This is an optimization exercise on Yosys and OpenROAD, whose aim is small area, a short achievable clock period and few clock cycles, not a production implementation. RTL that was checked went through simulation tests only; none was proved equivalent to the original. The RTL of run 1 was laid out without a check of its function.

## flow/design.v (module list and top-level ports; edited modules follow where they fit)
// module RFC_CORDIC_exp: 261 lines
// module RFC_CORDIC_div: 132 lines
// module Dual_mode_neuron: 449 lines
// module mul27_cs4: 911 lines
module Dual_mode_neuron (
    input wire clk,
    input wire rstn,
    input wire mode,     
    input wire signed [26 : 0] i_in,    
    output wire signed [26 : 0] v,
    output reg signed [26:0] h_0,
    output reg done
);
  // ...
==> flow/run.sh <==
#!/bin/bash
# synth_recipe.tcl (not shown) runs the flow's synth.tcl, then flattens the netlist and writes it again
# the make line also repeats each setting of config.mk as NAME=value (left out here)
make -C /OpenROAD-flow-scripts/flow DESIGN_CONFIG=/design/flow/config.mk WORK_HOME=/design/flow/orfs CLKGATE_MAP_FILE= SYNTH_SCRIPT=/design/flow/synth_recipe.tcl finish
==> flow/config.mk <==
export PLATFORM = sky130hd
export DESIGN_NAME = Dual_mode_neuron
export DESIGN_NICKNAME = Dual_mode_neuron
export VERILOG_FILES = /design/flow/design.v
export SDC_FILE = /design/flow/constraint.sdc
export NUM_CORES = 8
export LEC_CHECK = 0
export CAP_MARGIN = 20
export CORE_MARGIN = 2
export CORE_UTILIZATION = 40
export PLACE_DENSITY = 0.75
export SETUP_SLACK_MARGIN = 4
export SLEW_MARGIN = 20
==> flow/constraint.sdc <==
create_clock -name core_clock -period 11.0 [get_ports {clk}]
set_input_delay 2.2000 -clock core_clock [delete_from_list [all_inputs] [get_ports {clk}]]
set_output_delay 2.2000 -clock core_clock [all_outputs]
set_load 0.01 [all_outputs]
==> report_table.html, run 1 <==
<table>
<tr><th>Metric</th><th>Value</th></tr>
<tr><th colspan="2">STA</th></tr>
<tr><td>Final Hold Viols</td><td>0</td></tr>
<tr><td>Period Utilization, post-route</td><td>65.9%</td></tr>
<tr><th colspan="2">Yosys</th></tr>
<tr><td>Post-synthesis register bit count</td><td>approximately 1100</td></tr>
<tr><td>Gate count after technology mapping</td><td>11130</td></tr>
<tr><td>Area fraction in compound gates after synthesis</td><td>between 10% and 20%</td></tr>
<tr><td>Adder-Cell Fraction of Synth Area</td><td>19.4%</td></tr>
<tr><td>Post-synth cell types</td><td>roughly 110</td></tr>
<tr><th colspan="2">Worst setup path</th></tr>
<tr><td>Logic depth of the worst path, buffers included</td><td>21</td></tr>
<tr><td>Critical-path top delay cell</td><td>o31ai_2</td></tr>
<tr><td>Biggest fanout along the worst timing path</td><td>6</td></tr>
<tr><td>CP Capture Type</td><td>flip-flop</td></tr>
<tr><th colspan="2">Layout</th></tr>
<tr><td>Number of non-clock inverters in the layout</td><td>741</td></tr>
<tr><td>Top class by area</td><td>multi-input gates</td></tr>
<tr><td>Multi-input combinational cell area</td><td>66400 um2</td></tr>
<tr><td>Number of inserted filler cells in the final layout</td><td>23299</td></tr>
<tr><td>Register with the most flip-flops</td><td>pr0</td></tr>
<tr><td>Finished Layout Cells</td><td>14726</td></tr>
<tr><td>Clock buffer and inverter area fraction after layout</td><td>4.08%</td></tr>
<tr><td>Post-layout instance area</td><td>116000 um2</td></tr>
<tr><td>Count of multi-input combinational gates</td><td>8425</td></tr>
<tr><th colspan="2">Clocking</th></tr>
<tr><td>Number of buffers inserted for hold repair after clock tree synthesis</td><td>0</td></tr>
<tr><td>Post-CTS setup-driven buffer insertion count</td><td>between 150 and 200</td></tr>
<tr><td>Clock transition at the register clock pins on the worst setup and hold paths after CTS</td><td>~0.060 ns</td></tr>
<tr><th colspan="2">Global routing</th></tr>
<tr><td>GR Layer Usage met3</td><td>14.7%</td></tr>
<tr><td>Aggregate global routing overflow</td><td>0</td></tr>
<tr><th colspan="2">Outcome</th></tr>
<tr><td>Result of the run</td><td>complete, no violations</td></tr>
<tr><th colspan="2">Detailed routing</th></tr>
<tr><td>1st-iter DRT viols</td><td>15716</td></tr>
<tr><td>DR top layer</td><td>met5</td></tr>
<tr><td>Routed vias</td><td>about 97000</td></tr>
<tr><td>Post-Route M1 WL</td><td>169 mm</td></tr>
</table>
==> module RFC_CORDIC_exp, before the edit <==
module RFC_CORDIC_exp(
    input  wire        clk,
    input  wire        rst_n,
    input  wire        start,        
    input  wire        op_leak,      
    input  wire [1:0]  op_tag,
    input  wire signed [20:0] x_init,
    input  wire        abort,        
    output wire        ready,
    output wire        cond,         
    output wire        la,           
    output wire        idone,        
    output wire [1:0]  itag,
    output wire [22:0] ires,
    output wire        ishort        
    );
    reg               fb;
    reg signed [17:0] x, y, z;
    reg        [17:0] s;            
    reg        [4:0]  it;
    reg        [4:0]  idx;          
    reg               xs;
    reg        [3:0]  ei;
    reg               lk;
    reg        [1:0]  tg;
    wire [16:1] rank;
    assign rank[16] = (z >= $signed(18'sd26369)) | (z <= -$signed(18'sd26369));
    assign rank[15] = (z >= $signed(18'sd12487)) | (z <= -$signed(18'sd12487));
    assign rank[14] = (z >= $signed(18'sd6168)) | (z <= -$signed(18'sd6168));
    assign rank[13] = (z >= $signed(18'sd3075)) | (z <= -$signed(18'sd3075));
    assign rank[12] = (z >= $signed(18'sd1537)) | (z <= -$signed(18'sd1537));
    assign rank[11] = (z >= $signed(18'sd768)) | (z <= -$signed(18'sd768));
    assign rank[10] = (z >= $signed(18'sd384)) | (z <= -$signed(18'sd384));
    assign rank[9] = (z >= $signed(18'sd192)) | (z <= -$signed(18'sd192));
    assign rank[8] = (z >= $signed(18'sd96)) | (z <= -$signed(18'sd96));
    assign rank[7] = (z >= $signed(18'sd48)) | (z <= -$signed(18'sd48));
    assign rank[6] = (z >= $signed(18'sd24)) | (z <= -$signed(18'sd24));
    assign rank[5] = (z >= $signed(18'sd12)) | (z <= -$signed(18'sd12));
    assign rank[4] = (z >= $signed(18'sd6)) | (z <= -$signed(18'sd6));
    assign rank[3] = (z >= $signed(18'sd3)) | (z <= -$signed(18'sd3));
    assign rank[2] = (z >= $signed(18'sd1)) | (z <= -$signed(18'sd1));
    assign rank[1] = 1'b1;
    wire [16:1] oh;    
    assign oh[1] = rank[16];
    assign oh[2] = rank[15] & ~rank[16];
    assign oh[3] = rank[14] & ~rank[15];
    assign oh[4] = rank[13] & ~rank[14];
    assign oh[5] = rank[12] & ~rank[13];
    assign oh[6] = rank[11] & ~rank[12];
    assign oh[7] = rank[10] & ~rank[11];
    assign oh[8] = rank[9] & ~rank[10];
    assign oh[9] = rank[8] & ~rank[9];
    assign oh[10] = rank[7] & ~rank[8];
    assign oh[11] = rank[6] & ~rank[7];
    assign oh[12] = rank[5] & ~rank[6];
    assign oh[13] = rank[4] & ~rank[5];
    assign oh[14] = rank[3] & ~rank[4];
    assign oh[15] = rank[2] & ~rank[3];
    assign oh[16] = rank[1] & ~rank[2];
    wire flag = z[20];
    assign cond = fb & ((z == 18'sd0) | (z == 18'sd1) | (it == 5'd31));
    wire signed [17:0] xs1 = x >>> 1;
    wire signed [17:0] xs2 = x >>> 2;
    wire signed [17:0] xs3 = x >>> 3;
    wire signed [17:0] xs4 = x >>> 4;
    wire signed [17:0] xs5 = x >>> 5;
    wire signed [17:0] xs6 = x >>> 6;
    wire signed [17:0] xs7 = x >>> 7;
    wire signed [17:0] xs8 = x >>> 8;
    wire signed [17:0] xs9 = x >>> 9;
    wire signed [17:0] xs10 = x >>> 10;
    wire signed [17:0] xs11 = x >>> 11;
    wire signed [17:0] xs12 = x >>> 12;
    wire signed [17:0] xs13 = x >>> 13;
    wire signed [17:0] xs14 = x >>> 14;
    wire signed [17:0] xs15 = x >>> 15;
    wire signed [17:0] xs16 = x >>> 16;
    wire signed [17:0] ys1 = y >>> 1;
    wire signed [17:0] ys2 = y >>> 2;
    wire signed [17:0] ys3 = y >>> 3;
    wire signed [17:0] ys4 = y >>> 4;
    wire signed [17:0] ys5 = y >>> 5;
    wire signed [17:0] ys6 = y >>> 6;
    wire signed [17:0] ys7 = y >>> 7;
    wire signed [17:0] ys8 = y >>> 8;
    wire signed [17:0] ys9 = y >>> 9;
    wire signed [17:0] ys10 = y >>> 10;
    wire signed [17:0] ys11 = y >>> 11;
    wire signed [17:0] ys12 = y >>> 12;
    wire signed [17:0] ys13 = y >>> 13;
    wire signed [17:0] ys14 = y >>> 14;
    wire signed [17:0] ys15 = y >>> 15;
    wire signed [17:0] ys16 = y >>> 16;
    wire signed [17:0] xsh = ({18{oh[1]}} & xs1) | ({18{oh[2]}} & xs2) | ({18{oh[3]}} & xs3) | ({18{oh[4]}} & xs4) | ({18{oh[5]}} & xs5) | ({18{oh[6]}} & xs6) | ({18{oh[7]}} & xs7) | ({18{oh[8]}} & xs8) | ({18{oh[9]}} & xs9) | ({18{oh[10]}} & xs10) | ({18{oh[11]}} & xs11) | ({18{oh[12]}} & xs12) | ({18{oh[13]}} & xs13) | ({18{oh[14]}} & xs14) | ({18{oh[15]}} & xs15) | ({18{oh[16]}} & xs16);
    wire signed [17:0] ysh = ({18{oh[1]}} & ys1) | ({18{oh[2]}} & ys2) | ({18{oh[3]}} & ys3) | ({18{oh[4]}} & ys4) | ({18{oh[5]}} & ys5) | ({18{oh[6]}} & ys6) | ({18{oh[7]}} & ys7) | ({18{oh[8]}} & ys8) | ({18{oh[9]}} & ys9) | ({18{oh[10]}} & ys10) | ({18{oh[11]}} & ys11) | ({18{oh[12]}} & ys12) | ({18{oh[13]}} & ys13) | ({18{oh[14]}} & ys14) | ({18{oh[15]}} & ys15) | ({18{oh[16]}} & ys16);
    wire signed [17:0] angle = ({18{oh[1]}} & 18'd35999) | ({18{oh[2]}} & 18'd16738) | ({18{oh[3]}} & 18'd8235) | ({18{oh[4]}} & 18'd4101) | ({18{oh[5]}} & 18'd2048) | ({18{oh[6]}} & 18'd1024) | ({18{oh[7]}} & 18'd512) | ({18{oh[8]}} & 18'd256) | ({18{oh[9]}} & 18'd128) | ({18{oh[10]}} & 18'd64) | ({18{oh[11]}} & 18'd32) | ({18{oh[12]}} & 18'd16) | ({18{oh[13]}} & 18'd8) | ({18{oh[14]}} & 18'd4) | ({18{oh[15]}} & 18'd2) | ({18{oh[16]}} & 18'd1);
    wire [20:0] su0 = {~ss[20], ss[19:0]};
    wire [18:0] su2 = {~ss[20], ss[19:2]};
    wire gp2 = sidx_oh[10];
    wire [18:0] sw2 = gp2 ? su2 : 19'd0;
    wire [17:0] su3 = {~ss[20], ss[19:3]};
    wire gp3 = sidx_oh[1] | sidx_oh[5] | sidx_oh[9] | sidx_oh[13] | sidx_oh[17] | sidx_oh[21] | sidx_oh[25];
    wire [17:0] sw3 = gp3 ? su3 : 18'd0;
    wire [16:0] su4 = {~ss[20], ss[19:4]};
    wire gp4 = sidx_oh[5] | sidx_oh[10] | sidx_oh[13] | sidx_oh[21];
    wire [16:0] sw4 = gp4 ? su4 : 17'd0;
    wire [15:0] su5 = {~ss[20], ss[19:5]};
    wire gp5 = sidx_oh[1] | sidx_oh[4] | sidx_oh[9] | sidx_oh[10] | sidx_oh[12] | sidx_oh[17] | sidx_oh[20] | sidx_oh[25];
    wire [15:0] sw5 = gp5 ? su5 : 16'd0;
    wire [14:0] su6 = {~ss[20], ss[19:6]};
    wire gp6 = sidx_oh[13];
    wire [14:0] sw6 = gp6 ? su6 : 15'd0;
    wire [13:0] su7 = {~ss[20], ss[19:7]};
    wire gp7 = sidx_oh[8] | sidx_oh[9] | sidx_oh[12] | sidx_oh[21] | sidx_oh[24] | sidx_oh[25];
    wire [13:0] sw7 = gp7 ? su7 : 14'd0;
    wire [12:0] su8 = {~ss[20], ss[19:8]};
    wire gp8 = sidx_oh[5] | sidx_oh[20];
    wire [12:0] sw8 = gp8 ? su8 : 13'd0;
    wire [11:0] su9 = {~ss[20], ss[19:9]};
    wire gp9 = sidx_oh[12] | sidx_oh[16] | sidx_oh[24] | sidx_oh[25];
    wire gn9 = sidx_oh[1] | sidx_oh[13];
    wire [11:0] sw9 = gp9 ? su9 : gn9 ? ~su9 : 12'd0;
    wire [10:0] su10 = {~ss[20], ss[19:10]};
    wire gp10 = sidx_oh[4] | sidx_oh[5];
    wire [10:0] sw10 = gp10 ? su10 : 11'd0;
    wire [9:0] su11 = {~ss[20], ss[19:11]};
    wire gp11 = sidx_oh[4] | sidx_oh[13] | sidx_oh[17];
    wire gn11 = sidx_oh[20] | sidx_oh[21];
    wire [9:0] sw11 = gp11 ? su11 : gn11 ? ~su11 : 10'd0;
    wire [8:0] su12 = {~ss[20], ss[19:12]};
    wire gp12 = sidx_oh[1] | sidx_oh[13] | sidx_oh[17];
    wire gn12 = sidx_oh[9];
    wire [8:0] sw12 = gp12 ? su12 : gn12 ? ~su12 : 9'd0;
    wire [7:0] su13 = {~ss[20], ss[19:13]};
    wire gp13 = sidx_oh[1] | sidx_oh[5] | sidx_oh[10] | sidx_oh[20] | sidx_oh[24];
    wire [7:0] sw13 = gp13 ? su13 : 8'd0;
    wire [6:0] su14 = {~ss[20], ss[19:14]};
    wire gp14 = sidx_oh[4] | sidx_oh[8] | sidx_oh[21] | sidx_oh[25];
    wire gn14 = sidx_oh[12] | sidx_oh[17];
    wire [6:0] sw14 = gp14 ? su14 : gn14 ? ~su14 : 7'd0;
    wire [5:0] su15 = {~ss[20], ss[19:15]};
    wire gp15 = sidx_oh[1] | sidx_oh[5] | sidx_oh[8];
    wire [5:0] sw15 = gp15 ? su15 : 6'd0;
    wire [4:0] su16 = {~ss[20], ss[19:16]};
    wire gp16 = sidx_oh[4] | sidx_oh[5] | sidx_oh[20] | sidx_oh[25];
    wire gn16 = sidx_oh[24];
    wire [4:0] sw16 = gp16 ? su16 : gn16 ? ~su16 : 5'd0;
    wire [20:0] sc = ({21{sidx_oh[1]}} & 21'd882273) | ({21{sidx_oh[4]}} & 21'd1014192) | ({21{sidx_oh[5]}} & 21'd846672) | ({21{sidx_oh[8]}} & 21'd1040288) | ({21{sidx_oh[9]}} & 21'd876289) | ({21{sidx_oh[10]}} & 21'd688000) | ({21{sidx_oh[12]}} & 21'd1005505) | ({21{sidx_oh[13]}} & 21'd832769) | ({21{sidx_oh[16]}} & 21'd1046528) | ({21{sidx_oh[17]}} & 21'd883905) | ({21{sidx_oh[20]}} & 21'd1011057) | ({21{sidx_oh[21]}} & 21'd843201) | ({21{sidx_oh[24]}} & 21'd1038193) | ({21{sidx_oh[25]}} & 21'd874416) | ({21{|{sidx_oh[0], sidx_oh[2], sidx_oh[3], sidx_oh[6], sidx_oh[7], sidx_oh[11], sidx_oh[14], sidx_oh[15], sidx_oh[18], sidx_oh[19], sidx_oh[22], sidx_oh[23], sidx_oh[26], sidx_oh[27], sidx_oh[28], sidx_oh[29], sidx_oh[30], sidx_oh[31]}}} & 21'd1048576);
    wire [20:0] out = su0 + sw2 + sw3 + sw4 + sw5 + sw6 + sw7 + sw8 + sw9 + sw10 + sw11 + sw12 + sw13 + sw14 + sw15 + sw16 + sc;
    wire [21:0] eo_e_t1 = {~eo[22], eo[21:1]};
    wire [19:0] eo_e_t3 = {~eo[22], eo[21:3]};
    wire [18:0] eo_e_t4 = {~eo[22], eo[21:4]};
    wire [17:0] eo_e_t5 = {~eo[22], eo[21:5]};
    wire [11:0] eo_e_t11_u = {~eo[22], eo[21:11]};
    wire [11:0] eo_e_t11 = ~eo_e_t11_u;
    wire [6:0] eo_e_t16 = {~eo[22], eo[21:16]};
    wire [4:0] eo_e_t18 = {~eo[22], eo[21:18]};
    wire [2:0] eo_e_t20 = {~eo[22], eo[21:20]};
    wire [22:0] eo_e = {eo[21:0], 1'b0} + eo_e_t1 + eo_e_t3 + eo_e_t4 + eo_e_t5 + eo_e_t11 + eo_e_t16 + eo_e_t18 + eo_e_t20 + 23'd5371821;
    wire [20:0] eo_ie_t2 = {~eo[22], eo[21:2]};
    wire [19:0] eo_ie_t3 = {~eo[22], eo[21:3]};
    wire [15:0] eo_ie_t7_u = {~eo[22], eo[21:7]};
    wire [15:0] eo_ie_t7 = ~eo_ie_t7_u;
    wire [11:0] eo_ie_t11 = {~eo[22], eo[21:11]};
    wire [9:0] eo_ie_t13 = {~eo[22], eo[21:13]};
    wire [6:0] eo_ie_t16 = {~eo[22], eo[21:16]};
    wire [4:0] eo_ie_t18 = {~eo[22], eo[21:18]};
    wire [2:0] eo_ie_t20 = {~eo[22], eo[21:20]};
    wire [1:0] eo_ie_t21 = {~eo[22], eo[21:21]};
    wire [22:0] eo_ie = eo_ie_t2 + eo_ie_t3 + eo_ie_t7 + eo_ie_t11 + eo_ie_t13 + eo_ie_t16 + eo_ie_t18 + eo_ie_t20 + eo_ie_t21 + 23'd6780331;
    wire signed [17:0] x_n = flag ? x - ysh : x + ysh;
    wire signed [17:0] y_n = flag ? y - xsh : y + xsh;
    wire        [17:0] s_n = flag ? s - xsh - ysh : s + xsh + ysh;
    wire signed [17:0] z_n = flag ? z + angle : z - angle;
    wire        [4:0]  idx_n = idx + {oh[4], oh[3], oh[2], 1'b0, oh[1]};
    wire        [4:0]  it_n = it + 5'd1;
    assign la = fb & ~cond & ((z_n == 18'sd0) | (z_n == 18'sd1) | (it_n == 5'd31));
    reg               ib;
    reg               isc;          
    reg        [17:0] ssr;          
    reg        [31:0] sidx_oh;      
    wire signed [20:0] ss = {3'b000, ssr};
    reg signed [22:0] eo;
    reg        [3:0]  eic;
    reg               isg;
    reg        [1:0]  itg;
    reg               ish;
    wire ilast = ib & ~isc & (eic == 4'd0);
    wire ifree = ~ib | ilast;
    reg  hand;                      
    wire lah   = la & ifree;        
    wire fin   = cond & (hand | ifree);
    assign ready = ~fb | fin;
    assign idone = ilast;
    assign itag  = itg;
    assign ires  = eo;
    assign ishort = ish;
    wire        [17:0] s_h  = cond ? s : s_n;
    wire        [4:0]  idx_h = cond ? idx : idx_n;
    wire        [4:0]  it_h = cond ? it : it_n;
    always @(posedge clk or negedge rst_n) begin
        if (!rst_n)         hand <= 1'b0;
        else if (start)     hand <= 1'b0;
        else if (lah & ~abort) hand <= 1'b1;
    end
    wire        [3:0]  ei_load = lk ? (ei - it_h[3:0]) : ei;
    always @(posedge clk or negedge rst_n) begin
        if (!rst_n)                 fb <= 1'b0;
        else if (start)             fb <= 1'b1;
        else if (abort)             fb <= 1'b0;
        else if (fin)               fb <= 1'b0;
    end
    always @(posedge clk) begin
        if (start) begin
            lk <= op_leak;
            tg <= op_tag;
            it <= 5'd0;
            idx <= 5'd0;
            xs <= x_init[20];
            ei <= x_init[20] ? ~x_init[19:16] : x_init[19:16];
            x <= 18'sd65536;
            y <= 18'sd0;
            s <= 18'd65536;
            z <= {{2{x_init[20]}}, x_init[15:0]};
        end
        else if (fb & ~cond) begin
            x <= x_n;
            y <= y_n;
            s <= s_n;
            z <= z_n;
            it <= it_n;
            idx <= idx_n;
        end
    end
    wire iload = (lah | (cond & ~hand & ifree)) & ~abort;
    always @(posedge clk or negedge rst_n) begin
        if (!rst_n)                 ib <= 1'b0;
        else if (abort)             ib <= 1'b0;
        else if (iload)             ib <= 1'b1;
        else if (ilast)             ib <= 1'b0;
    end
    always @(posedge clk) begin
        if (iload) begin
            isc <= 1'b1;
            ssr <= s_h;
            sidx_oh <= 32'd1 << idx_h;
            eic <= ei_load;
            isg <= xs;
            itg <= tg;
            ish <= (it_h == 5'd0 && ei <= 4'd1) || (it_h == 5'd1 && ei == 4'd0);
        end
        else if (ib & isc) begin
            eo  <= {2'b00, out};
            isc <= 1'b0;
        end
        else if (ib & ~ilast) begin
            eo <= isg ? eo_ie : eo_e;    
            eic <= eic - 4'd1;
        end
    end
endmodule
==> module RFC_CORDIC_div, before the edit <==
module RFC_CORDIC_div(
    input  wire        clk,
    input  wire        rst_n,
    input  wire        start,        
    input  wire [1:0]  op_tag,
    input  wire signed [20:0] x_init,
    input  wire signed [20:0] y_init,
    output wire        ready,
    output wire        fdone,        
    output wire [1:0]  ftag,
    output wire [22:0] fres
    );
    reg               fb;
    reg signed [20:0] x;            
    reg signed [20:0] y;            
    reg               ysg;          
    reg signed [20:0] z;
    reg signed [21:0] x_tmp;        
    reg        [4:0]  it;
    reg               xs, ys;
    reg        [1:0]  tg;
    wire signed [37:0] x_tmp_extend = {3'b000, {13{x_tmp[21]}}, x_tmp};    
    function ge21;
        input [20:0] a, b;
        reg [31:0] g, l;
        integer k, w;
        begin
            g = 32'd0; l = 32'd0;
            for (k = 0; k < 21; k = k + 1) begin
                g[k] = a[k] & ~b[k];
                l[k] = ~a[k] & b[k];
            end
            for (w = 1; w < 32; w = w * 2)
                for (k = 0; k + w < 32; k = k + 2 * w) begin
                    g[k] = g[k + w] | (~l[k + w] & g[k]);
                    l[k] = l[k + w] | (~g[k + w] & l[k]);
                end
            ge21 = ~l[0];
        end
    endfunction
    wire [16:0] rk;
    assign rk[16] = ge21(y, x_tmp_extend[22:2]);
    assign rk[15] = ge21(y, x_tmp_extend[23:3]);
    assign rk[14] = ge21(y, x_tmp_extend[24:4]);
    assign rk[13] = ge21(y, x_tmp_extend[25:5]);
    assign rk[12] = ge21(y, x_tmp_extend[26:6]);
    assign rk[11] = ge21(y, x_tmp_extend[27:7]);
    assign rk[10] = ge21(y, x_tmp_extend[28:8]);
    assign rk[9] = ge21(y, x_tmp_extend[29:9]);
    assign rk[8] = ge21(y, x_tmp_extend[30:10]);
    assign rk[7] = ge21(y, x_tmp_extend[31:11]);
    assign rk[6] = ge21(y, x_tmp_extend[32:12]);
    assign rk[5] = ge21(y, x_tmp_extend[33:13]);
    assign rk[4] = ge21(y, x_tmp_extend[34:14]);
    assign rk[3] = ge21(y, x_tmp_extend[35:15]);
    assign rk[2] = ge21(y, x_tmp_extend[36:16]);
    assign rk[1] = ge21(y, x_tmp_extend[37:17]);
    assign rk[0] = ~ge21(y, x_tmp_extend[37:17]);
    wire [16:0] rank = (it == 5'd0) ? 17'h10000 : rk;
    wire [17:1] oh;
    assign oh[1] = rank[16];
    assign oh[2] = rank[15] & ~(|rank[16:16]);
    assign oh[3] = rank[14] & ~(|rank[16:15]);
    assign oh[4] = rank[13] & ~(|rank[16:14]);
    assign oh[5] = rank[12] & ~(|rank[16:13]);
    assign oh[6] = rank[11] & ~(|rank[16:12]);
    assign oh[7] = rank[10] & ~(|rank[16:11]);
    assign oh[8] = rank[9] & ~(|rank[16:10]);
    assign oh[9] = rank[8] & ~(|rank[16:9]);
    assign oh[10] = rank[7] & ~(|rank[16:8]);
    assign oh[11] = rank[6] & ~(|rank[16:7]);
    assign oh[12] = rank[5] & ~(|rank[16:6]);
    assign oh[13] = rank[4] & ~(|rank[16:5]);
    assign oh[14] = rank[3] & ~(|rank[16:4]);
    assign oh[15] = rank[2] & ~(|rank[16:3]);
    assign oh[16] = rank[1] & ~(|rank[16:2]);
    assign oh[17] = rank[0] & ~(|rank[16:1]);
    wire flag = ~ysg;
    assign cond = fb & (oh[16] | oh[17] | (~ysg & (y <= 'd1)) | (it == 5'd31));
    wire signed [20:0] xs1 = x >>> 1;
    wire signed [20:0] xs2 = x >>> 2;
    wire signed [20:0] xs3 = x >>> 3;
    wire signed [20:0] xs4 = x >>> 4;
    wire signed [20:0] xs5 = x >>> 5;
    wire signed [20:0] xs6 = x >>> 6;
    wire signed [20:0] xs7 = x >>> 7;
    wire signed [20:0] xs8 = x >>> 8;
    wire signed [20:0] xs9 = x >>> 9;
    wire signed [20:0] xs10 = x >>> 10;
    wire signed [20:0] xs11 = x >>> 11;
    wire signed [20:0] xs12 = x >>> 12;
    wire signed [20:0] xs13 = x >>> 13;
    wire signed [20:0] xs14 = x >>> 14;
    wire signed [20:0] xs15 = x >>> 15;
    wire signed [20:0] xs16 = x >>> 16;
    wire signed [20:0] xs17 = x >>> 17;
    wire signed [20:0] xsh = ({21{oh[1]}} & xs1) | ({21{oh[2]}} & xs2) | ({21{oh[3]}} & xs3) | ({21{oh[4]}} & xs4) | ({21{oh[5]}} & xs5) | ({21{oh[6]}} & xs6) | ({21{oh[7]}} & xs7) | ({21{oh[8]}} & xs8) | ({21{oh[9]}} & xs9) | ({21{oh[10]}} & xs10) | ({21{oh[11]}} & xs11) | ({21{oh[12]}} & xs12) | ({21{oh[13]}} & xs13) | ({21{oh[14]}} & xs14) | ({21{oh[15]}} & xs15) | ({21{oh[16]}} & xs16) | ({21{oh[17]}} & xs17);
    wire [20:0] angle = ({21{oh[1]}} & 21'd32768) | ({21{oh[2]}} & 21'd16384) | ({21{oh[3]}} & 21'd8192) | ({21{oh[4]}} & 21'd4096) | ({21{oh[5]}} & 21'd2048) | ({21{oh[6]}} & 21'd1024) | ({21{oh[7]}} & 21'd512) | ({21{oh[8]}} & 21'd256) | ({21{oh[9]}} & 21'd128) | ({21{oh[10]}} & 21'd64) | ({21{oh[11]}} & 21'd32) | ({21{oh[12]}} & 21'd16) | ({21{oh[13]}} & 21'd8) | ({21{oh[14]}} & 21'd4) | ({21{oh[15]}} & 21'd2) | ({21{oh[16]}} & 21'd1) | ({21{oh[17]}} & 21'd1);
    wire signed [20:0] yd = y - xsh;         
    wire signed [20:0] ye = xsh - y;         
    wire cond_w = cond;
    assign ready = ~fb | cond_w;
    assign fdone = cond_w;
    assign ftag  = tg;
    assign fres  = (xs ^ ys) ? (23'd0 - {3'b0, z[19:0]}) : {3'b0, z[19:0]};
    wire signed [20:0] ax = x_init[20] ? ~x_init + 21'sd1 : x_init;    
    wire signed [20:0] ay = y_init[20] ? ~y_init + 21'sd1 : y_init;    
    always @(posedge clk or negedge rst_n) begin
        if (!rst_n)                 fb <= 1'b0;
        else if (start)             fb <= 1'b1;
        else if (cond_w)            fb <= 1'b0;
    end
    always @(posedge clk) begin
        if (start) begin
            tg <= op_tag;
            it <= 5'd0;
            xs <= x_init[20];
            ys <= y_init[20];
            x <= ay;
            y <= ax;
            ysg <= ax[20];
            z <= 21'sd0;
        end
        else if (fb & ~cond_w) begin
            y <= yd[20] ? ye : yd;                  
            ysg <= ysg ? ye[20] : yd[20];           
            z <= flag ? z + $signed(angle) : z - $signed(angle);
            x_tmp <= x + (x >>> 1);
            it <= it + 5'd1;
        end
    end
endmodule
==> run 2: changes to the inputs <==
--- a/flow/design.v
+++ b/flow/design.v
@@ -57,7 +57,7 @@
     assign oh[14] = rank[3] & ~rank[4];
     assign oh[15] = rank[2] & ~rank[3];
     assign oh[16] = rank[1] & ~rank[2];
-    wire flag = z[20];
+    wire flag = z[17];
     assign cond = fb & ((z == 18'sd0) | (z == 18'sd1) | (it == 5'd31));
     wire signed [17:0] xs1 = x >>> 1;
     wire signed [17:0] xs2 = x >>> 2;
@@ -96,57 +96,36 @@
     wire signed [17:0] angle = ({18{oh[1]}} & 18'd35999) | ({18{oh[2]}} & 18'd16738) | ({18{oh[3]}} & 18'd8235) | ({18{oh[4]}} & 18'd4101) | ({18{oh[5]}} & 18'd2048) | ({18{oh[6]}} & 18'd1024) | ({18{oh[7]}} & 18'd512) | ({18{oh[8]}} & 18'd256) | ({18{oh[9]}} & 18'd128) | ({18{oh[10]}} & 18'd64) | ({18{oh[11]}} & 18'd32) | ({18{oh[12]}} & 18'd16) | ({18{oh[13]}} & 18'd8) | ({18{oh[14]}} & 18'd4) | ({18{oh[15]}} & 18'd2) | ({18{oh[16]}} & 18'd1);
     wire [20:0] su0 = {~ss[20], ss[19:0]};
     wire [18:0] su2 = {~ss[20], ss[19:2]};
-    wire gp2 = sidx_oh[10];
-    wire [18:0] sw2 = gp2 ? su2 : 19'd0;
+    wire [18:0] sw2 = sgates[19] ? su2 : 19'd0;
     wire [17:0] su3 = {~ss[20], ss[19:3]};
-    wire gp3 = sidx_oh[1] | sidx_oh[5] | sidx_oh[9] | sidx_oh[13] | sidx_oh[17] | sidx_oh[21] | sidx_oh[25];
-    wire [17:0] sw3 = gp3 ? su3 : 18'd0;
+    wire [17:0] sw3 = sgates[18] ? su3 : 18'd0;
     wire [16:0] su4 = {~ss[20], ss[19:4]};
-    wire gp4 = sidx_oh[5] | sidx_oh[10] | sidx_oh[13] | sidx_oh[21];
-    wire [16:0] sw4 = gp4 ? su4 : 17'd0;
+    wire [16:0] sw4 = sgates[17] ? su4 : 17'd0;
     wire [15:0] su5 = {~ss[20], ss[19:5]};
-    wire gp5 = sidx_oh[1] | sidx_oh[4] | sidx_oh[9] | sidx_oh[10] | sidx_oh[12] | sidx_oh[17] | sidx_oh[20] | sidx_oh[25];
-    wire [15:0] sw5 = gp5 ? su5 : 16'd0;
+    wire [15:0] sw5 = sgates[16] ? su5 : 16'd0;
     wire [14:0] su6 = {~ss[20], ss[19:6]};
-    wire gp6 = sidx_oh[13];
-    wire [14:0] sw6 = gp6 ? su6 : 15'd0;
+    wire [14:0] sw6 = sgates[15] ? su6 : 15'd0;
     wire [13:0] su7 = {~ss[20], ss[19:7]};
-    wire gp7 = sidx_oh[8] | sidx_oh[9] | sidx_oh[12] | sidx_oh[21] | sidx_oh[24] | sidx_oh[25];
-    wire [13:0] sw7 = gp7 ? su7 : 14'd0;
+    wire [13:0] sw7 = sgates[14] ? su7 : 14'd0;
     wire [12:0] su8 = {~ss[20], ss[19:8]};
-    wire gp8 = sidx_oh[5] | sidx_oh[20];
-    wire [12:0] sw8 = gp8 ? su8 : 13'd0;
+    wire [12:0] sw8 = sgates[13] ? su8 : 13'd0;
     wire [11:0] su9 = {~ss[20], ss[19:9]};
-    wire gp9 = sidx_oh[12] | sidx_oh[16] | sidx_oh[24] | sidx_oh[25];
-    wire gn9 = sidx_oh[1] | sidx_oh[13];
-    wire [11:0] sw9 = gp9 ? su9 : gn9 ? ~su9 : 12'd0;
+    wire [11:0] sw9 = sgates[12] ? su9 : sgates[11] ? ~su9 : 12'd0;
     wire [10:0] su10 = {~ss[20], ss[19:10]};
-    wire gp10 = sidx_oh[4] | sidx_oh[5];
-    wire [10:0] sw10 = gp10 ? su10 : 11'd0;
+    wire [10:0] sw10 = sgates[10] ? su10 : 11'd0;
     wire [9:0] su11 = {~ss[20], ss[19:11]};
-    wire gp11 = sidx_oh[4] | sidx_oh[13] | sidx_oh[17];
-    wire gn11 = sidx_oh[20] | sidx_oh[21];
-    wire [9:0] sw11 = gp11 ? su11 : gn11 ? ~su11 : 10'd0;
+    wire [9:0] sw11 = sgates[9] ? su11 : sgates[8] ? ~su11 : 10'd0;
     wire [8:0] su12 = {~ss[20], ss[19:12]};
-    wire gp12 = sidx_oh[1] | sidx_oh[13] | sidx_oh[17];
-    wire gn12 = sidx_oh[9];
-    wire [8:0] sw12 = gp12 ? su12 : gn12 ? ~su12 : 9'd0;
+    wire [8:0] sw12 = sgates[7] ? su12 : sgates[6] ? ~su12 : 9'd0;
     wire [7:0] su13 = {~ss[20], ss[19:13]};
-    wire gp13 = sidx_oh[1] | sidx_oh[5] | sidx_oh[10] | sidx_oh[20] | sidx_oh[24];
-    wire [7:0] sw13 = gp13 ? su13 : 8'd0;
+    wire [7:0] sw13 = sgates[5] ? su13 : 8'd0;
     wire [6:0] su14 = {~ss[20], ss[19:14]};
-    wire gp14 = sidx_oh[4] | sidx_oh[8] | sidx_oh[21] | sidx_oh[25];
-    wire gn14 = sidx_oh[12] | sidx_oh[17];
-    wire [6:0] sw14 = gp14 ? su14 : gn14 ? ~su14 : 7'd0;
+    wire [6:0] sw14 = sgates[4] ? su14 : sgates[3] ? ~su14 : 7'd0;
     wire [5:0] su15 = {~ss[20], ss[19:15]};
-    wire gp15 = sidx_oh[1] | sidx_oh[5] | sidx_oh[8];
-    wire [5:0] sw15 = gp15 ? su15 : 6'd0;
+    wire [5:0] sw15 = sgates[2] ? su15 : 6'd0;
     wire [4:0] su16 = {~ss[20], ss[19:16]};
-    wire gp16 = sidx_oh[4] | sidx_oh[5] | sidx_oh[20] | sidx_oh[25];
-    wire gn16 = sidx_oh[24];
-    wire [4:0] sw16 = gp16 ? su16 : gn16 ? ~su16 : 5'd0;
-    wire [20:0] sc = ({21{sidx_oh[1]}} & 21'd882273) | ({21{sidx_oh[4]}} & 21'd1014192) | ({21{sidx_oh[5]}} & 21'd846672) | ({21{sidx_oh[8]}} & 21'd1040288) | ({21{sidx_oh[9]}} & 21'd876289) | ({21{sidx_oh[10]}} & 21'd688000) | ({21{sidx_oh[12]}} & 21'd1005505) | ({21{sidx_oh[13]}} & 21'd832769) | ({21{sidx_oh[16]}} & 21'd1046528) | ({21{sidx_oh[17]}} & 21'd883905) | ({21{sidx_oh[20]}} & 21'd1011057) | ({21{sidx_oh[21]}} & 21'd843201) | ({21{sidx_oh[24]}} & 21'd1038193) | ({21{sidx_oh[25]}} & 21'd874416) | ({21{|{sidx_oh[0], sidx_oh[2], sidx_oh[3], sidx_oh[6], sidx_oh[7], sidx_oh[11], sidx_oh[14], sidx_oh[15], sidx_oh[18], sidx_oh[19], sidx_oh[22], sidx_oh[23], sidx_oh[26], sidx_oh[27], sidx_oh[28], sidx_oh[29], sidx_oh[30], sidx_oh[31]}}} & 21'd1048576);
-    wire [20:0] out = su0 + sw2 + sw3 + sw4 + sw5 + sw6 + sw7 + sw8 + sw9 + sw10 + sw11 + sw12 + sw13 + sw14 + sw15 + sw16 + sc;
+    wire [4:0] sw16 = sgates[1] ? su16 : sgates[0] ? ~su16 : 5'd0;
+    wire [20:0] out = su0 + sw2 + sw3 + sw4 + sw5 + sw6 + sw7 + sw8 + sw9 + sw10 + sw11 + sw12 + sw13 + sw14 + sw15 + sw16 + ssc;
     wire [21:0] eo_e_t1 = {~eo[22], eo[21:1]};
     wire [19:0] eo_e_t3 = {~eo[22], eo[21:3]};
     wire [18:0] eo_e_t4 = {~eo[22], eo[21:4]};
@@ -178,7 +157,8 @@
     reg               ib;
     reg               isc;          
     reg        [17:0] ssr;          
-    reg        [31:0] sidx_oh;      
+    reg        [19:0] sgates;       
+    reg        [20:0] ssc;          
     wire signed [20:0] ss = {3'b000, ssr};
     reg signed [22:0] eo;
     reg        [3:0]  eic;
@@ -198,6 +178,47 @@
     wire        [17:0] s_h  = cond ? s : s_n;
     wire        [4:0]  idx_h = cond ? idx : idx_n;
     wire        [4:0]  it_h = cond ? it : it_n;
+    wire hgp2 = (idx_h == 5'd10);
+    wire hgp3 = (idx_h == 5'd1) | (idx_h == 5'd5) | (idx_h == 5'd9) | (idx_h == 5'd13) | (idx_h == 5'd17) | (idx_h == 5'd21) | (idx_h == 5'd25);
+    wire hgp4 = (idx_h == 5'd5) | (idx_h == 5'd10) | (idx_h == 5'd13) | (idx_h == 5'd21);
+    wire hgp5 = (idx_h == 5'd1) | (idx_h == 5'd4) | (idx_h == 5'd9) | (idx_h == 5'd10) | (idx_h == 5'd12) | (idx_h == 5'd17) | (idx_h == 5'd20) | (idx_h == 5'd25);
+    wire hgp6 = (idx_h == 5'd13);
+    wire hgp7 = (idx_h == 5'd8) | (idx_h == 5'd9) | (idx_h == 5'd12) | (idx_h == 5'd21) | (idx_h == 5'd24) | (idx_h == 5'd25);
+    wire hgp8 = (idx_h == 5'd5) | (idx_h == 5'd20);
+    wire hgp9 = (idx_h == 5'd12) | (idx_h == 5'd16) | (idx_h == 5'd24) | (idx_h == 5'd25);
+    wire hgn9 = (idx_h == 5'd1) | (idx_h == 5'd13);
+    wire hgp10 = (idx_h == 5'd4) | (idx_h == 5'd5);
+    wire hgp11 = (idx_h == 5'd4) | (idx_h == 5'd13) | (idx_h == 5'd17);
+    wire hgn11 = (idx_h == 5'd20) | (idx_h == 5'd21);
+    wire hgp12 = (idx_h == 5'd1) | (idx_h == 5'd13) | (idx_h == 5'd17);
+    wire hgn12 = (idx_h == 5'd9);
+    wire hgp13 = (idx_h == 5'd1) | (idx_h == 5'd5) | (idx_h == 5'd10) | (idx_h == 5'd20) | (idx_h == 5'd24);
+    wire hgp14 = (idx_h == 5'd4) | (idx_h == 5'd8) | (idx_h == 5'd21) | (idx_h == 5'd25);
+    wire hgn14 = (idx_h == 5'd12) | (idx_h == 5'd17);
+    wire hgp15 = (idx_h == 5'd1) | (idx_h == 5'd5) | (idx_h == 5'd8);
+    wire hgp16 = (idx_h == 5'd4) | (idx_h == 5'd5) | (idx_h == 5'd20) | (idx_h == 5'd25);
+    wire hgn16 = (idx_h == 5'd24);
+    reg [20:0] hsc;
+    always @(*) begin
+        case (idx_h)
+            5'd1: hsc = 21'd882273;
+            5'd4: hsc = 21'd1014192;
+            5'd5: hsc = 21'd846672;
+            5'd8: hsc = 21'd1040288;
+            5'd9: hsc = 21'd876289;
+            5'd10: hsc = 21'd688000;
+            5'd12: hsc = 21'd1005505;
+            5'd13: hsc = 21'd832769;
+            5'd16: hsc = 21'd1046528;
+            5'd17: hsc = 21'd883905;
+            5'd20: hsc = 21'd1011057;
+            5'd21: hsc = 21'd843201;
+            5'd24: hsc = 21'd1038193;
+            5'd25: hsc = 21'd874416;
+            default: hsc = 21'd1048576;
+        endcase
+    end
+    wire [19:0] hgates = {hgp2, hgp3, hgp4, hgp5, hgp6, hgp7, hgp8, hgp9, hgn9, hgp10, hgp11, hgn11, hgp12, hgn12, hgp13, hgp14, hgn14, hgp15, hgp16, hgn16};
     always @(posedge clk or negedge rst_n) begin
         if (!rst_n)         hand <= 1'b0;
         else if (start)     hand <= 1'b0;
@@ -243,7 +264,8 @@
         if (iload) begin
             isc <= 1'b1;
             ssr <= s_h;
-            sidx_oh <= 32'd1 << idx_h;
+            sgates <= hgates;
+            ssc <= hsc;
             eic <= ei_load;
             isg <= xs;
             itg <= tg;
@@ -336,6 +358,7 @@
     assign oh[15] = rank[2] & ~(|rank[16:3]);
     assign oh[16] = rank[1] & ~(|rank[16:2]);
     assign oh[17] = rank[0] & ~(|rank[16:1]);
+    wire cond;
     wire flag = ~ysg;
     assign cond = fb & (oh[16] | oh[17] | (~ysg & (y <= 'd1)) | (it == 5'd31));
     wire signed [20:0] xs1 = x >>> 1;
@@ -404,7 +427,7 @@
     input [22:0] c;
     ext = {{2{c[22]}}, c[21:0], {3{c[22]}}};
 endfunction
-reg  signed [26:0] V, m_0, n_0;      
+reg  signed [26:0] Vm, m_0, n_0;      
 reg  signed [26:0] ACC;              
 reg         [20:0] TAH;              
 reg                aflag;            
@@ -419,7 +442,7 @@
 reg  signed [26:0] MO_X, MO_M, MO_N;
 reg                mvM, mvN;
 wire [44:0] pr0_n, pr1_n, pr2_n, pr3_n;
-mul27_cs4 mul (.a(ma), .b(mb), .r0(pr0_n), .r1(pr1_n), .r2(pr2_n), .r3(pr3_n));
+mul27_cs4 mul (.a(ma), .b(mb), .r0(pr0_n), .e1r(pr1_n), .e2r(pr2_n), .e3r(pr3_n));
 wire [44:0] psum = pr0 + pr1 + pr2 + pr3;
 wire signed [26:0] mres = {psg, psum[44:19]};
 always @(posedge clk) begin
@@ -513,16 +536,16 @@
 wire        r1_now = x_idone & (x_itag == 2'd0);
 wire        r1_ok  = rxv[0] | r1_now;
 wire [22:0] r1_val = r1_now ? x_ires : R1;
-wire signed [26:0] r1  = ext(r1_val);
-wire signed [26:0] r2  = ext(R2);
-wire signed [26:0] r3  = ext(R3);
-wire signed [26:0] r4  = ext(R4);
-wire signed [26:0] rd1 = ext(RD1);
-wire signed [26:0] rd2 = ext(RD2);
-wire signed [26:0] rd3 = ext(RD3);
-wire [23:0] t2b = {r2[26], r2[22:0]};
-wire [20:0] t3b = {r3[26], r3[19:0]};
-wire [23:0] t2c = {r4[26], r4[22:0]};
+wire signed [26:0] e1r  = ext(r1_val);
+wire signed [26:0] e2r  = ext(R2);
+wire signed [26:0] e3r  = ext(R3);
+wire signed [26:0] e4r  = ext(R4);
+wire signed [26:0] d1r = ext(RD1);
+wire signed [26:0] d2r = ext(RD2);
+wire signed [26:0] d3r = ext(RD3);
+wire [23:0] t2b = {e2r[26], e2r[22:0]};
+wire [20:0] t3b = {e3r[26], e3r[19:0]};
+wire [23:0] t2c = {e4r[26], e4r[22:0]};
 wire signed [26:0] beta_n = { {6{t3b[20]}} , t3b} >>> 3;
 wire signed [26:0] beta_m = { {3{t2c[23]}} , t2c} <<< 2;
 wire signed [26:0] ah_ext = { {6{TAH[20]}} , TAH};
@@ -561,8 +584,8 @@
 reg               okN, umN, uaN;  reg signed [26:0] maN, mbN, aaN, abN; reg asN;
 reg               okZ, umZ, uaZ;  reg signed [26:0] maZ, mbZ, aaZ, abZ; reg asZ;
 reg       sp_c1, sp_c2, sp_e0;
-wire signed [26:0] tb_p   = (pcX == AX) ? 27'sd0 : r1;
-wire signed [26:0] tb_q   = (pcX == AX) ? V : AO_X;
+wire signed [26:0] tb_p   = (pcX == AX) ? 27'sd0 : e1r;
+wire signed [26:0] tb_q   = (pcX == AX) ? Vm : AO_X;
 wire signed [26:0] tb_n   = tb_p + tb_q + $signed(27'd26214400);
 wire        [20:0] x_new  = {ACC[26], ACC[23:4]} - $signed(21'd452706);
 wire               esp    = ACC >= $signed('d10485760);
@@ -575,22 +598,22 @@
     maX = 27'sd0; mbX = 27'sd0; aaX = 27'sd0; abX = 27'sd0; asX = 1'b0;
     ad_start = 1'b0; ad_x = x_new; ad_leak = 1'b0; ad_abort = 1'b0;
     case (pcX)
-    XP0: begin uaX = mode; aaX = V; end
+    XP0: begin uaX = mode; aaX = Vm; end
     XT0: begin okX = ~(|sxv) & ~sd1xv & ~sd2xv;
                umX = 1'b1; maX = $signed(27'd52429); mbX = AO_X;
                uaX = 1'b1; aaX = AO_X; abX = $signed(27'd31457280); end
     XT1: begin okX = mvX; umX = 1'b1; maX = AO_X; mbX = $signed(27'd29127); end
     XT2: begin okX = mvX; umX = 1'b1; maX = AO_X; mbX = $signed(27'd6554); end
     XT3: begin okX = mvX; umX = 1'b1; maX = AO_X; mbX = $signed(27'd26215);
-               uaX = 1'b1; aaX = V; abX = $signed(27'd26214400); end
+               uaX = 1'b1; aaX = Vm; abX = $signed(27'd26214400); end
     XT4: begin okX = mvX; umX = 1'b1; maX = AO_X; mbX = $signed(27'd5243);
-               uaX = 1'b1; aaX = V; abX = $signed(27'd18350080); end
+               uaX = 1'b1; aaX = Vm; abX = $signed(27'd18350080); end
     XT5: begin okX = mvX; umX = 1'b1; maX = AO_X; mbX = $signed(27'd52429);
-               uaX = 1'b1; aaX = $signed(-27'd25910313); abX = V; asX = 1'b1; end
+               uaX = 1'b1; aaX = $signed(-27'd25910313); abX = Vm; asX = 1'b1; end
     XT6: begin okX = mvX; umX = 1'b1; maX = $signed(27'd157286); mbX = AO_X >>> 7; end
-    XT7: begin okX = mvX & ~bflag; uaX = 1'b1; aaX = V; abX = { {6{MO_X[26]}}, MO_X[26], MO_X[19:0]}; end
+    XT7: begin okX = mvX & ~bflag; uaX = 1'b1; aaX = Vm; abX = { {6{MO_X[26]}}, MO_X[26], MO_X[19:0]}; end
     XQ0: begin okX = pflag; umX = 1'b1; maX = MO_M; mbX = h_0; end
-    XH0: begin okX = rdv[2] & tah_v; uaX = 1'b1; aaX = ah_ext; abX = rd3; end
+    XH0: begin okX = rdv[2] & tah_v; uaX = 1'b1; aaX = ah_ext; abX = d3r; end
     XH1: begin umX = 1'b1; maX = AO_X; mbX = h_0; end
     XH2: ;
     XH3: begin okX = mvX; uaX = 1'b1; aaX = ah_ext; abX = MO_X; asX = 1'b1; end
@@ -598,17 +621,17 @@
     XH5: ;
     XH6: begin okX = pflag; umX = 1'b1; maX = MO_M; mbX = h_0; end
     XV1: begin okX = mvX; umX = 1'b1; maX = MO_X; mbX = $signed(27'd62914560);
-               uaX = 1'b1; aaX = $signed(27'd28898755); abX = V; asX = 1'b1; end
+               uaX = 1'b1; aaX = $signed(27'd28898755); abX = Vm; asX = 1'b1; end
     XV3: begin okX = mvX & aflag; umX = 1'b1; maX = MO_X; mbX = AO_X >>> 7;
                uaX = 1'b1; aaX = ACC; abX = i_in; end
     XV5: begin okX = mvX; uaX = 1'b1; aaX = AO_X; abX = MO_X; end
-    H0: begin umX = 1'b1; maX = $signed(27'd349); mbX = V; end
+    H0: begin umX = 1'b1; maX = $signed(27'd349); mbX = Vm; end
     H1: begin umX = 1'b1; maX = $signed(27'd524113); mbX = m_0; end
-    H2: begin umX = 1'b1; maX = $signed(27'd524025); mbX = V; uaX = 1'b1; aaX = MO_X; abX = $signed(27'd24466); end
+    H2: begin umX = 1'b1; maX = $signed(27'd524025); mbX = Vm; uaX = 1'b1; aaX = MO_X; abX = $signed(27'd24466); end
     H3: begin umX = 1'b1; maX = $signed(-27'd53); mbX = m_0; uaX = 1'b1; aaX = MO_X; abX = AO_X; end
     H4: begin uaX = 1'b1; aaX = MO_X; abX = i_in; end
     H5: begin uaX = 1'b1; aaX = MO_X >>> 1; abX = AO_X; end
-    H6: begin okX = r1_ok; uaX = 1'b1; aaX = r1; abX = AO_X; end
+    H6: begin okX = r1_ok; uaX = 1'b1; aaX = e1r; abX = AO_X; end
     H7: begin ad_start = 1'b1; ad_x = vneg ? x_new : x_vr; end
     AX: ;
     AXS: begin ad_start = 1'b1; ad_x = x_new; end
@@ -626,9 +649,9 @@
     YP0: begin umM = 1'b1; maM = m_0; mbM = m_0; end
     YA0: begin okM = rxv[1] & ~tah_v & ~pflag; umM = 1'b1; maM = { {3{t2b[23]}} , t2b}; mbM = $signed(27'd36700); end
     YA1: begin okM = mvM; end
-    YM0: begin okM = rdv[1] & rxv[3]; uaM = 1'b1; aaM = rd2; abM = beta_m; end
+    YM0: begin okM = rdv[1] & rxv[3]; uaM = 1'b1; aaM = d2r; abM = beta_m; end
     YM1: begin umM = 1'b1; maM = AO_M; mbM = m_0; end
-    YM2: begin okM = mvM; uaM = 1'b1; aaM = rd2; abM = MO_M; asM = 1'b1; end
+    YM2: begin okM = mvM; uaM = 1'b1; aaM = d2r; abM = MO_M; asM = 1'b1; end
     YM3: begin uaM = 1'b1; aaM = AO_M >>> 7; abM = m_0; end
     YM4: begin umM = 1'b1; maM = AO_M; mbM = AO_M; end
     YM5: begin okM = mvM; umM = 1'b1; maM = MO_M; mbM = m_0; end
@@ -640,12 +663,12 @@
     okN = 1'b1; umN = 1'b0; uaN = 1'b0;
     maN = 27'sd0; mbN = 27'sd0; aaN = 27'sd0; abN = 27'sd0; asN = 1'b0;
     case (pcN)
-    YN0: begin okN = rdv[0] & rxv[2]; uaN = 1'b1; aaN = rd1; abN = beta_n; end
+    YN0: begin okN = rdv[0] & rxv[2]; uaN = 1'b1; aaN = d1r; abN = beta_n; end
     YN1: begin umN = 1'b1; maN = AO_N; mbN = n_0; end
-    YN2: begin okN = mvN; uaN = 1'b1; aaN = rd1; abN = MO_N; asN = 1'b1; end
+    YN2: begin okN = mvN; uaN = 1'b1; aaN = d1r; abN = MO_N; asN = 1'b1; end
     YN3: begin uaN = 1'b1; aaN = AO_N >>> 7; abN = n_0; end
     YN4: begin umN = 1'b1; maN = nfirst ? n_0 : AO_N; mbN = nfirst ? n_0 : AO_N; end
-    YK0: begin okN = vflag | nfirst; uaN = 1'b1; aaN = $signed(-27'd37822136); abN = V; asN = 1'b1; end
+    YK0: begin okN = vflag | nfirst; uaN = 1'b1; aaN = $signed(-27'd37822136); abN = Vm; asN = 1'b1; end
     YK1: begin okN = mvN; umN = 1'b1; maN = MO_N; mbN = MO_N; end
     YK2: begin okN = mvN; umN = 1'b1; maN = MO_N; mbN = $signed(27'd18874368); end
     YK3: begin okN = mvN; umN = 1'b1; maN = MO_N; mbN = AO_N >>> 7; end
@@ -659,8 +682,8 @@
     maZ = 27'sd0; mbZ = 27'sd0; aaZ = 27'sd0; abZ = 27'sd0; asZ = 1'b0;
     case (pcZ)
     Z0: begin okZ = r1_ok & ~sd2yv & ~sd1yv & ~sd3yv;
-              umZ = 1'b1; maZ = r1; mbZ = $signed(27'd70955);
-              uaZ = 1'b1; aaZ = $signed(27'd524288); abZ = r1; end
+              umZ = 1'b1; maZ = e1r; mbZ = $signed(27'd70955);
+              uaZ = 1'b1; aaZ = $signed(27'd524288); abZ = e1r; end
     Z1: begin umZ = 1'b1; maZ = ext(R1); mbZ = $signed(27'd317997);
               uaZ = 1'b1; aaZ = $signed(27'd524288); abZ = mres; asZ = 1'b1; end
     Z2: begin uaZ = 1'b1; aaZ = $signed(27'd524288); abZ = mres; asZ = 1'b1; end
@@ -815,7 +838,7 @@
 end
 always @(posedge clk or negedge rstn) begin
     if (!rstn) begin
-        V    <= 0;
+        Vm    <= 0;
         m_0  <= 27'b0_0000000_0000110110001010111;
         n_0  <= 27'b0_0000000_0101000101010100110;
         h_0  <= 27'b0_0000000_1001100010011010000;
@@ -826,21 +849,21 @@
         if (gX) case (pcX)
             XP0: if (!mode) m_0 <= 0;
             XH5: begin h_0 <= AO_X; done <= 1'b1; end
-            XT0: V <= AO_X;
+            XT0: Vm <= AO_X;
             H4:  m_0 <= AO_X;
             H6:  done <= 1'b1;                   
-            H7:  V <= vneg ? AO_X : $signed(-27'b0_0111010_0000000000000000000);
+            H7:  Vm <= vneg ? AO_X : $signed(-27'b0_0111010_0000000000000000000);
             S1:  done <= 1'b1;
-            S2:  V <= $signed(-27'b0_0111010_0000000000000000000);
+            S2:  Vm <= $signed(-27'b0_0111010_0000000000000000000);
             default: ;
         endcase
         if (gM && pcM == YM4) m_0 <= AO_M;
         if (gN && pcN == YN4 && !nfirst) n_0 <= AO_N;
     end
 end
-assign v = V;
+assign v = Vm;
 endmodule
-module mul27_cs4(input wire [26:0] a, input wire [26:0] b, output wire [44:0] r0, output wire [44:0] r1, output wire [44:0] r2, output wire [44:0] r3);
+module mul27_cs4(input wire [26:0] a, input wire [26:0] b, output wire [44:0] r0, output wire [44:0] e1r, output wire [44:0] e2r, output wire [44:0] e3r);
     wire [27:0] ax = {a[26], a};
     wire [28:0] bx = {b[26], b, 1'b0};    
     wire one0 = bx[1] ^ bx[0];
@@ -1747,7 +1770,7 @@
     wire fs493 = 1'b1 ^ hs341 ^ fc340;
     wire fc494 = (1'b1 & hs341) | (1'b1 & fc340) | (hs341 & fc340);
     assign r0 = {fs491, fs487, fs483, fs479, fs475, fs471, fs467, fs463, fs459, fs455, fs451, fs447, fs443, fs439, fs435, fs431, fs427, fs423, fs419, fs415, fs411, fs407, fs403, fs399, fs395, fs391, fs387, fs383, fs379, fs375, fs371, fs367, fs363, fs359, fs355, fs351, neg4, pp2_3, pp2_2, pp0_5, pp0_4, pp0_3, pp0_2, pp0_1, pp0_0};
-    assign r1 = {fs493, fs489, fs485, fs481, fs477, fs473, fs469, fs465, fs461, fs457, fs453, fs449, fs445, fs441, fs437, fs433, fs429, fs425, fs421, fs417, fs413, fs409, fs405, fs401, fs397, fs393, fs389, fs385, fs381, fs377, fs373, fs369, fs365, fs361, fs357, hs353, fs347, pp3_1, pp3_0, pp1_3, pp1_2, pp1_1, pp1_0, 1'b0, neg0};
-    assign r2 = {fc488, fc484, fc480, fc476, fc472, fc468, fc464, fc460, fc456, fc452, fc448, fc444, fc440, fc436, fc432, fc428, fc424, fc420, fc416, fc412, fc408, fc404, fc400, fc396, fc392, fc388, fc384, fc380, fc376, fc372, fc368, fc364, fc360, fc356, fc352, fc348, hs349, hs345, neg3, pp2_1, pp2_0, 1'b0, neg1, 1'b0, 1'b0};
-    assign r3 = {fc490, fc486, fc482, fc478, fc474, fc470, fc466, fc462, fc458, fc454, fc450, fc446, fc442, fc438, fc434, fc430, fc426, fc422, fc418, fc414, fc410, fc406, fc402, fc398, fc394, fc390, fc386, fc382, fc378, fc374, fc370, fc366, fc362, fc358, hc354, hc350, hc346, hc344, hs343, 1'b0, neg2, 1'b0, 1'b0, 1'b0, 1'b0};
+    assign e1r = {fs493, fs489, fs485, fs481, fs477, fs473, fs469, fs465, fs461, fs457, fs453, fs449, fs445, fs441, fs437, fs433, fs429, fs425, fs421, fs417, fs413, fs409, fs405, fs401, fs397, fs393, fs389, fs385, fs381, fs377, fs373, fs369, fs365, fs361, fs357, hs353, fs347, pp3_1, pp3_0, pp1_3, pp1_2, pp1_1, pp1_0, 1'b0, neg0};
+    assign e2r = {fc488, fc484, fc480, fc476, fc472, fc468, fc464, fc460, fc456, fc452, fc448, fc444, fc440, fc436, fc432, fc428, fc424, fc420, fc416, fc412, fc408, fc404, fc400, fc396, fc392, fc388, fc384, fc380, fc376, fc372, fc368, fc364, fc360, fc356, fc352, fc348, hs349, hs345, neg3, pp2_1, pp2_0, 1'b0, neg1, 1'b0, 1'b0};
+    assign e3r = {fc490, fc486, fc482, fc478, fc474, fc470, fc466, fc462, fc458, fc454, fc450, fc446, fc442, fc438, fc434, fc430, fc426, fc422, fc418, fc414, fc410, fc406, fc402, fc398, fc394, fc390, fc386, fc382, fc378, fc374, fc370, fc366, fc362, fc358, hc354, hc350, hc346, hc344, hs343, 1'b0, neg2, 1'b0, 1'b0, 1'b0, 1'b0};
 endmodule
==> run 2 against run 1 <==
Global-route usage increased by 1.2 points. Register-to-register slack lost 0.32 ns. Via count rose by 4.7%. Utilization rose by 1.2 points. Fmax decreased by 4.3%. Synthesized cell count is 1.7% higher. Sequential share of layout area is 1.0 points lower. Non-clock buffer count rose by 231. Hold slack lost 0.036 ns.
==> report_table.html, run 2 <==
<table>
<tr><th>Metric</th><th>Value</th></tr>
<tr><th colspan="2">Yosys</th></tr>
<tr><td>Cells taking the most area after synthesis</td><td>edfxtp_1 (21%), fa_1 (12%), ha_1 (7.4%), xnor2_1 (5.6%), dfxtp_1 (5.1%) (was edfxtp_1 (21%), fa_1 (12%), ha_1 (7.2%), dfxtp_1 (5.2%), nand2_1 (4.8%))</td></tr>
<tr><td>Gate count after technology mapping</td><td>11318 (was 11130)</td></tr>
<tr><td>Cell with the most instances after synthesis</td><td>nand2_1 (unchanged)</td></tr>
<tr><td>Yosys warnings</td><td>3 (was 5)</td></tr>
<tr><td>Register area share after synthesis</td><td>30.4% (was 30.8%)</td></tr>
<tr><td>Syn avg cell area</td><td>9.00 um2 (about the same)</td></tr>
<tr><td>Post-synth cell types</td><td>107 (was 114)</td></tr>
<tr><td>Proportion of synthesized flip-flops having asynchronous set or reset</td><td>14.1% (about the same)</td></tr>
<tr><td>Syn nets</td><td>12548 (was 12318)</td></tr>
<tr><td>Post-synthesis register bit count</td><td>1145 (was 1139)</td></tr>
<tr><th colspan="2">STA</th></tr>
<tr><td>Count of pins over their slew limit</td><td>0 (unchanged)</td></tr>
<tr><td>Period Utilization, post-route</td><td>68.8% (was 65.9%)</td></tr>
<tr><td>Final Hold Viols</td><td>0 (unchanged)</td></tr>
<tr><td>Final WS setup</td><td>3.43 ns (was 3.75 ns)</td></tr>
<tr><td>Period minus WS final</td><td>7.57 ns (was 7.25 ns)</td></tr>
<tr><td>Worst Clk Skew</td><td>0.103 ns (was 0.0727 ns)</td></tr>
<tr><td>Worst slack on hold paths</td><td>0.429 ns (was 0.466 ns)</td></tr>
<tr><td>Unrepaired setup endpoints after global routing</td><td>yes (unchanged)</td></tr>
<tr><td>Setup TNS</td><td>0 ns (unchanged)</td></tr>
<tr><th colspan="2">Detailed routing</th></tr>
<tr><td>Routed vias</td><td>101959 (was 97424)</td></tr>
<tr><td>DR top layer</td><td>met5 (unchanged)</td></tr>
<tr><td>Amount of wire on met3 after detailed routing</td><td>74.5 mm (was 69.4 mm)</td></tr>
<tr><td>Post-Route M1 WL</td><td>181 mm (was 169 mm)</td></tr>
<tr><td>Met2 Wirelength</td><td>207 mm (was 197 mm)</td></tr>
<tr><td>1st-iter DRT viols</td><td>18244 (was 15716)</td></tr>
<tr><td>Post-detailed-routing wire length</td><td>510 mm (was 485 mm)</td></tr>
<tr><td>DRC violations left</td><td>0 (unchanged)</td></tr>
<tr><td>Via density</td><td>6.71 (was 6.62)</td></tr>
<tr><td>WL per Instance</td><td>33.6 um (was 32.9 um)</td></tr>
<tr><th colspan="2">Layout</th></tr>
<tr><td>Leading cell types in the layout, fill and taps excluded</td><td>nand2_1 (1016), buf_4 (797), nor2_1 (740), edfxtp_1 (722), inv_1 (709) (was nand2_1 (1249), edfxtp_1 (716), o21ai_0 (704), inv_1 (687), nor2_1 (642))</td></tr>
<tr><td>Synthesis-to-layout area growth</td><td>19.2% (was 15.8%)</td></tr>
<tr><td>Most common library cell in the layout ignoring fill and taps</td><td>nand2_1 (unchanged)</td></tr>
<tr><td>Register with the most flip-flops</td><td>pr0 (unchanged)</td></tr>
<tr><td>Finished Layout Cells</td><td>15206 (was 14726)</td></tr>
<tr><td>Biggest registers after layout</td><td>pr0 x45, pr1 x44, pr2 x42 (unchanged)</td></tr>
<tr><th colspan="2">Worst setup path</th></tr>
<tr><td>Flop-to-flop setup slack</td><td>3.43 ns (was 3.75 ns)</td></tr>
<tr><td>Data arrival at the endpoint of the critical path</td><td>8.20 ns (was 7.72 ns)</td></tr>
<tr><td>Worst Path Class, Setup</td><td>flip-flop to flip-flop (unchanged)</td></tr>
<tr><td>Reg-to-Reg End</td><td>ACC[26] (was uexp.eo[10])</td></tr>
<tr><td>Biggest fanout along the worst timing path</td><td>5 (was 6)</td></tr>
<tr><td>CP required</td><td>11.63 ns (was 11.47 ns)</td></tr>
<tr><td>CP Capture Type</td><td>flip-flop (unchanged)</td></tr>
<tr><th colspan="2">Clocking</th></tr>
<tr><td>Worst-skew pair later-pin latency</td><td>0.90 ns (was 0.88 ns)</td></tr>
<tr><td>Htree depth</td><td>4 (unchanged)</td></tr>
<tr><td>Deepest clock path buffer count</td><td>3 (unchanged)</td></tr>
<tr><td>Number of clock sinks seen by CTS</td><td>1145 (was 1139)</td></tr>
<tr><td>Clock transition at the register clock pins on the worst setup and hold paths after CTS</td><td>0.07 ns (was 0.06 ns)</td></tr>
<tr><td>Number of buffers inserted for hold repair after clock tree synthesis</td><td>0 (unchanged)</td></tr>
<tr><td>CTS tree</td><td>done (unchanged)</td></tr>
<tr><th colspan="2">Floorplan</th></tr>
<tr><td>Area of the die</td><td>259000 um2 (was 254000 um2)</td></tr>
<tr><td>Area of the placeable core</td><td>254000 um2 (was 249000 um2)</td></tr>
<tr><td>Number of top-level pins</td><td>85 (unchanged)</td></tr>
<tr><th colspan="2">Place</th></tr>
<tr><td>Gp weighted congestion</td><td>1.12 (was 1.10)</td></tr>
<tr><td>Buffers on Ports</td><td>84 (unchanged)</td></tr>
<tr><td>HPWL after detailed placement</td><td>358 mm (was 339 mm)</td></tr>
<tr><th colspan="2">Job</th></tr>
<tr><td>Max Cap Violations</td><td>0 (unchanged)</td></tr>
<tr><th colspan="2">Global routing</th></tr>
<tr><td>Gr usage total</td><td>37.7% (was 36.4%)</td></tr>
<tr><td>Aggregate global routing overflow</td><td>0 (unchanged)</td></tr>
<tr><td>Number of antenna violations at the first check in global routing</td><td>59 (was 36)</td></tr>
<tr><td>Maximum number of pins on one net before global-route repair</td><td>77 (was 83)</td></tr>
<tr><td>First-pass GRT wire length</td><td>702 mm (was 674 mm)</td></tr>
<tr><th colspan="2">Outcome</th></tr>
<tr><td>Result of the run</td><td>complete, no violations (unchanged)</td></tr>
<tr><th colspan="2">Hold path</th></tr>
<tr><td>Class of the most critical hold timing path</td><td>flip-flop to flip-flop (unchanged)</td></tr>
<tr><td>Min-Delay Startpoint</td><td>uexp.ish (was uexp.tg[1])</td></tr>
</table>
-- run 2: cell count changes after synthesis, sizes merged, moves of 30 or more --
| cell | delta |
|---|---|
| a21oi | +165 |
| a221o | +31 |
| a221oi | -56 |
| buf | -49 |
| clkbuf | +54 |
| inv | +30 |
| mux2i | -40 |
| nand2 | -237 |
| nand3 | +36 |
| nor2 | +106 |
| o21ai | -40 |
| o22ai | +36 |
| xnor2 | +106 |
| xor2 | -39 |
-- run 2: worst min path at each step --
stage	endpoint	slack, ns	cells after the start
6_report	e4s	0.43	0
4_1_cts	e4s	0.43	0
5_1_grt	uexp.itg[1]	0.44	0
3_3_place_gp	uexp.itg[0]	0.40	0
2_1_floorplan	e4s	0.40	0
3_5_place_dp	uexp.itg[0]	0.41	0
-- run 2: metrics by stage --
step	cell area, um2	util, %
floorplan	102000	-
CTS	117000	46.2
global placement	108000	42.5
detailed placement	108000	42.5
finish	121000	47.9
global route	121000	47.8
-- run 2: critical path: stages, from the launching register on --
cell and delay, ns:
dfxtp_2 0.32, fa_1 0.49, fa_1 0.59, ha_4 0.23, a21o_1 0.17, a21o_1 0.17
o21bai_1 0.16, a311o_1 0.42, o21ba_4 0.30, o211ai_1 0.18, buf_4 0.17, a21oi_1 0.15
o2111ai_1 0.39, nand3_1 0.25, a31oi_1 0.39, o21bai_1 0.12, xor2_1 0.71, o21ai_0 0.40
ha_1 0.49, inv_1 0.14, o21ai_0 0.10, a31o_2 0.24, a21o_1 0.17, a21oi_2 0.16
xnor2_2 0.11, mux2_4 0.27
-- run 2: metal layers --
| metal | vias up | global-route usage (%) |
|---|---|---|
| li1 | 41617 | - |
| met2 | 8589 | 53.5 |
| met4 | 24 | 26.3 |
| met5 | - | 0.778 |
| met1 | 49222 | 45.8 |
| met3 | 2507 | 15.8 |
-- run 2: logic make-up (layout without fill, tap and decap cells) --
kind of cell / Yosys count / after routing / share of synthesized area (%)
other cells: 0 / 48 / 0
compound gates: 3140 / 3140 / 20.5
simple gates: 3182 / 3188 / 14.5
xor+xnor: 800 / 801 / 6.88
buf+inv: 1602 / 2069 / 6.01
fa+ha+maj: 1257 / 1257 / 19.7
flops: 1145 / 1145 / 30.4
mux: 192 / 192 / 1.99
-- run 2: final cells by class --
cell class	instances	area, um2
well taps	3366	4210
flip-flops and latches	1145	31000
diodes	48	120
inverters	769	2980
repair inverters	1	7.51
clock buffers	173	3810
fillers	23359	132000
clock inverters	90	1330
repair buffers	1036	9090
multi-input cells	8578	68900
-- run 2: timing repair --
item,in CTS,in global routing
setup buffers,289,229
setup endpoints to repair,395,330
endpoints found under the hold margin,0,0
resized for setup,462,507
pin swaps,203,279
gates cloned,8,13
Testbench counts of run 2, summed over its fixed seeds: cycles 571,752.

==> re-timing with driven ports <==
Ports are ideal in the flow. The routed layouts listed here were re-timed in OpenROAD.
Step 1: set_driving_cell puts a clkbuf_16 on clk and a buf_2 on each other input, an assumption about the parent block.
Step 2 also shifts input and output timing later by t, the mid clock arrival at the registers, as if the neighbouring blocks saw the same clock.
Slacks: ideal ports / drivers / drivers and shift; pairs: ideal ports / drivers.
| run | shift t [ns] | setup slack, ns | worst setup path at the end |
|---|---|---|---|
| run 1 | 0.951 | 3.750 / 3.750 / 3.084 | input to register |
| run 2 | 0.976 | 3.427 / 3.427 / 2.795 | input to register |
After both steps every run listed still meets setup and hold. For run 1, which loses most, drivers alone change the setup slack by 0.000 ns; drivers and shift together by -0.666 ns.
